This design comes from an exercise in tuning for small area, a short achievable clock period and few clock cycles per item on the open sky130 flow, not from production work.
RTL that was checked went through simulation tests only; none was proved equivalent to the original.

== T ==
==> flow/design.v <==
module top(
    input clk,
    input rst_n,
    input start,
    input Clr,
    output [191:0] C,
    output done,
    output [31:0] mem_address,
    output mem_read,
    input [63:0] mem_readdata,
    input mem_readdatavalid,
    input mem_waitrequest
);
    logic       run;        
    logic       rd_q;       
    logic [3:0] addr;       
    logic       have_b;     
    logic       done_q;
    logic       l_full;     
    logic       r_busy;     
    logic [1:0] r_cnt;      
    logic [2:0] rotcnt;     
    logic       a_v, a_first, a_last;   
    logic       b_last;     
    logic       u_acc0, u_acc1, u_rs;   
    wire accept = rd_q & ~mem_waitrequest;
    wire row_v  = mem_readdatavalid & have_b;
    wire b_v    = mem_readdatavalid & ~have_b;
    wire r_end  = r_busy & (r_cnt == 2'd3);
    wire r_take_l  = r_end & l_full;
    wire r_take_rd = row_v & (~r_busy | (r_end & ~l_full));
    wire l_load    = row_v & ~r_take_rd;
    wire rot    = b_last;
    logic [3:0] addr_n;
    logic       l_full_n;
    always_comb begin
        addr_n = accept ? addr + 4'd1 : addr;
        l_full_n = l_load | (l_full & ~r_take_l);
    end
    always_ff @(posedge clk, negedge rst_n) begin
        if (!rst_n) begin
            run <= 1'b0;
            rd_q <= 1'b0;
            addr <= 4'd0;
            have_b <= 1'b0;
            done_q <= 1'b1;
            l_full <= 1'b0;
            r_busy <= 1'b0;
            r_cnt <= 2'd0;
            rotcnt <= 3'd0;
            a_v <= 1'b0;
            a_first <= 1'b0;
            a_last <= 1'b0;
            b_last <= 1'b0;
            u_acc0 <= 1'b0;
            u_acc1 <= 1'b0;
            u_rs <= 1'b1;
        end else begin
            if (start) begin
                run <= 1'b1;
                rd_q <= 1'b1;
                addr <= 4'd0;
                have_b <= 1'b0;
                done_q <= 1'b0;
                rotcnt <= 3'd0;
            end else begin
                addr <= addr_n;
                rd_q <= run & (addr_n != 4'd9)
                      & (~l_full_n | (r_busy & (r_cnt == 2'd2) & ~r_take_rd));
                if (b_v) have_b <= 1'b1;
                if (rot) begin
                    rotcnt <= rotcnt + 3'd1;
                    if (rotcnt == 3'd7) begin
                        done_q <= 1'b1;
                        run <= 1'b0;
                    end
                end
            end
            l_full <= l_full_n;
            if (r_take_rd | r_take_l) begin
                r_busy <= 1'b1;
                r_cnt <= 2'd0;
            end else if (r_busy) begin
                r_cnt <= r_cnt + 2'd1;
                if (r_cnt == 2'd3) r_busy <= 1'b0;
            end
            a_v <= r_busy;
            a_first <= r_busy & (r_cnt == 2'd0);
            a_last <= r_end;
            b_last <= a_v & a_last;
            u_acc0 <= (r_busy & (r_cnt == 2'd0)) & ~(a_v & a_last);
            u_acc1 <= (r_busy & (r_cnt == 2'd0)) & (a_v & a_last);
            u_rs <= ~(r_busy & (r_cnt == 2'd0));
        end
    end
    assign mem_read = rd_q;
    assign mem_address = {28'd0, addr};
    assign done = done_q;
    logic [63:0] L, R, bv;
    logic [9:0]  t3a, t3b;      
    always_ff @(posedge clk) begin
        if (l_load) L <= mem_readdata;
        if (r_take_rd) R <= mem_readdata;
        else if (r_take_l) R <= L;
        else R <= {16'd0, R[63:16]};
        if (b_v) bv <= mem_readdata;
        else if (r_busy) bv <= {bv[15:0], bv[63:16]};
    end
    wire [15:0] b_next = r_busy ? bv[31:16] : bv[15:0];
    always_ff @(posedge clk) begin
        t3a <= {2'b00, b_next[7:0]} + {1'b0, b_next[7:0], 1'b0};
        t3b <= {2'b00, b_next[15:8]} + {1'b0, b_next[15:8], 1'b0};
    end
    function automatic [9:0] pick(input [1:0] d, input [7:0] bb, input [9:0] bb3);
        case (d)
            2'd0: pick = 10'd0;
            2'd1: pick = {2'b00, bb};
            2'd2: pick = {1'b0, bb, 1'b0};
            default: pick = bb3;
        endcase
    endfunction
    wire [16:0] r0 = {7'd0, pick(R[1:0],   bv[7:0],  t3a)};
    wire [16:0] r1 = {5'd0, pick(R[3:2],   bv[7:0],  t3a), 2'd0};
    wire [16:0] r2 = {3'd0, pick(R[5:4],   bv[7:0],  t3a), 4'd0};
    wire [16:0] r3 = {1'd0, pick(R[7:6],   bv[7:0],  t3a), 6'd0};
    wire [16:0] r4 = {7'd0, pick(R[9:8],   bv[15:8], t3b)};
    wire [16:0] r5 = {5'd0, pick(R[11:10], bv[15:8], t3b), 2'd0};
    wire [16:0] r6 = {3'd0, pick(R[13:12], bv[15:8], t3b), 4'd0};
    wire [16:0] r7 = {1'd0, pick(R[15:14], bv[15:8], t3b), 6'd0};
    function automatic [47:0] csa(input [23:0] x, input [23:0] y, input [23:0] z);
        csa = {x ^ y ^ z, (x[22:0] & y[22:0]) | (x[22:0] & z[22:0]) | (y[22:0] & z[22:0]), 1'b0};
    endfunction
    logic [23:0] q0, q1, q2, q3;
    wire  [23:0] s1, c1, s2, c2;
    assign {s1, c1} = csa({7'd0, r0}, {7'd0, r1}, {7'd0, r2});
    assign {s2, c2} = csa({7'd0, r4}, {7'd0, r5}, {7'd0, r6});
    always_ff @(posedge clk) begin
        {q0, q1} <= csa(s1, c1, {7'd0, r3});
        {q2, q3} <= csa(s2, c2, {7'd0, r7});
    end
    logic [7:0][23:0] acc;
    logic [23:0] rs_s, rs_c;
    wire  [23:0] u_s = ({24{u_acc0}} & acc[0]) | ({24{u_acc1}} & acc[1]) | ({24{u_rs}} & rs_s);
    wire  [23:0] u_c = {24{u_rs}} & rs_c;
    wire  [23:0] s3, c3, s4, c4, s5, c5;
    assign {s3, c3} = csa(q0, q1, q2);
    assign {s4, c4} = csa(q3, u_c, u_s);
    assign {s5, c5} = csa(s3, c3, s4);
    always_ff @(posedge clk) {rs_s, rs_c} <= csa(s5, c5, c4);
    wire clr = Clr | ~rst_n;
    wire [23:0] sum = rs_s + rs_c;
    always_ff @(posedge clk) begin
        if (clr) begin
            for (int i = 0; i < 8; i++) acc[i] <= 24'd0;
        end else if (rot) begin
            for (int i = 0; i < 7; i++) acc[i] <= acc[i+1];
            acc[7] <= sum;
        end
    end
    assign C = acc;
endmodule
export LEC_CHECK = 0
export CAP_MARGIN = 20
export CORE_MARGIN = 2
export CORE_UTILIZATION = 40
export SETUP_SLACK_MARGIN = 3.5
export SLEW_MARGIN = 20
create_clock -name core_clock -period 6.0 [get_ports {clk}]
standard.sh (not shown) runs the stock make flow with config.mk's settings and CLKGATE_MAP_FILE= SYNTH_SCRIPT=/design/flow/synth_recipe.tcl, a recipe that flattens the netlist after the stock synthesis.
==> flow/flow/run.sh <==
#!/bin/bash
# The standard layout (the standard.sh), with sky130_fd_sc_hd__buf_1 as
# the buffer that buffer_ports puts on every input and output port.
set -o pipefail
export BUFFER_PORTS_ARGS="-buffer_cell sky130_fd_sc_hd__buf_1"
bash standard.sh 2>&1 | tee standard.log
--- input diff T..P ---
--- a/flow/design.v
+++ b/flow/design.v
@@ -21,9 +21,8 @@
     logic [1:0] r_cnt;      
     logic [2:0] rotcnt;     
     logic       a_v, a_first, a_last;   
     logic       b_last;     
-    logic       u_acc0, u_acc1, u_rs;   
     wire accept = rd_q & ~mem_waitrequest;
     wire row_v  = mem_readdatavalid & have_b;
     wire b_v    = mem_readdatavalid & ~have_b;
     wire r_end  = r_busy & (r_cnt == 2'd3);
@@ -51,11 +50,8 @@
             a_v <= 1'b0;
             a_first <= 1'b0;
             a_last <= 1'b0;
             b_last <= 1'b0;
-            u_acc0 <= 1'b0;
-            u_acc1 <= 1'b0;
-            u_rs <= 1'b1;
         end else begin
             if (start) begin
                 run <= 1'b1;
                 rd_q <= 1'b1;
@@ -87,11 +83,8 @@
             a_v <= r_busy;
             a_first <= r_busy & (r_cnt == 2'd0);
             a_last <= r_end;
             b_last <= a_v & a_last;
-            u_acc0 <= (r_busy & (r_cnt == 2'd0)) & ~(a_v & a_last);
-            u_acc1 <= (r_busy & (r_cnt == 2'd0)) & (a_v & a_last);
-            u_rs <= ~(r_busy & (r_cnt == 2'd0));
         end
     end
     assign mem_read = rd_q;
     assign mem_address = {28'd0, addr};
@@ -139,13 +132,14 @@
         {q2, q3} <= csa(s2, c2, {7'd0, r7});
     end
     logic [7:0][23:0] acc;
     logic [23:0] rs_s, rs_c;
-    wire  [23:0] u_s = ({24{u_acc0}} & acc[0]) | ({24{u_acc1}} & acc[1]) | ({24{u_rs}} & rs_s);
-    wire  [23:0] u_c = {24{u_rs}} & rs_c;
+    wire  [23:0] init = rot ? acc[1] : acc[0];
+    wire  [23:0] u_s = a_first ? init : rs_s;
+    wire  [23:0] u_c = a_first ? 24'd0 : rs_c;
     wire  [23:0] s3, c3, s4, c4, s5, c5;
     assign {s3, c3} = csa(q0, q1, q2);
-    assign {s4, c4} = csa(q3, u_c, u_s);
+    assign {s4, c4} = csa(q3, u_s, u_c);
     assign {s5, c5} = csa(s3, c3, s4);
     always_ff @(posedge clk) {rs_s, rs_c} <= csa(s5, c5, c4);
     wire clr = Clr | ~rst_n;
     wire [23:0] sum = rs_s + rs_c;
Results
- Between P and T, the difference in vertical extent of the die is negligible.
- Looking at fraction of the mapped netlist area in compound gates, P sits below T.
- The proportion of synthesized chip area in sequential cells number comes out lower for P vs T.
- On clock distribution area overhead in the final layout: P sits below T.
- T -> P: cell area after placement flat
- In P the buffer count from post-CTS setup fixing turned out 1 higher than in T.
- Diff T -> P: floorplan core area roughly the same, post-synthesis share of cell area spent on xor and xnor gates ~0 delta, placement-stage worst setup slack shows a reduction of 0.63 ns, time the worst path needs with I/O delays and setup shows no meaningful change.
Testbench counts of P, summed over its fixed seeds: cycles 11,161, items 192.
No functional check of the RTL was part of T.

-- port drivers added, routing unchanged --
The results above use ideal ports. As a check the final layouts listed here were re-extracted and re-timed, cells and wires unchanged. Step 1: set_driving_cell puts a clkbuf_16 on clk and a buf_2 on each other input, an assumption about the parent block. Step 2 moves the port delays by t, midway between the first and last clock arrival at a register: inputs arrive t later, outputs are due t later. That takes back most of the time a late clock gives input paths. Slacks: no drivers / after step 1 / after step 2; pairs: no drivers / after step 1.
run	t, ns	setup WS [ns]	worst hold slack (ns)	worst setup path after step 2
T	0.651	3.363 / 3.363 / 3.035	0.453 / 0.453 / 0.453	input to register
P	0.651	3.360 / 3.360 / 2.929	0.456 / 0.456 / 0.456	input to register
After both steps every run listed still meets setup and hold. For P, which loses most, drivers alone change the setup slack by 0.000 ns; drivers and shift together by -0.431 ns.
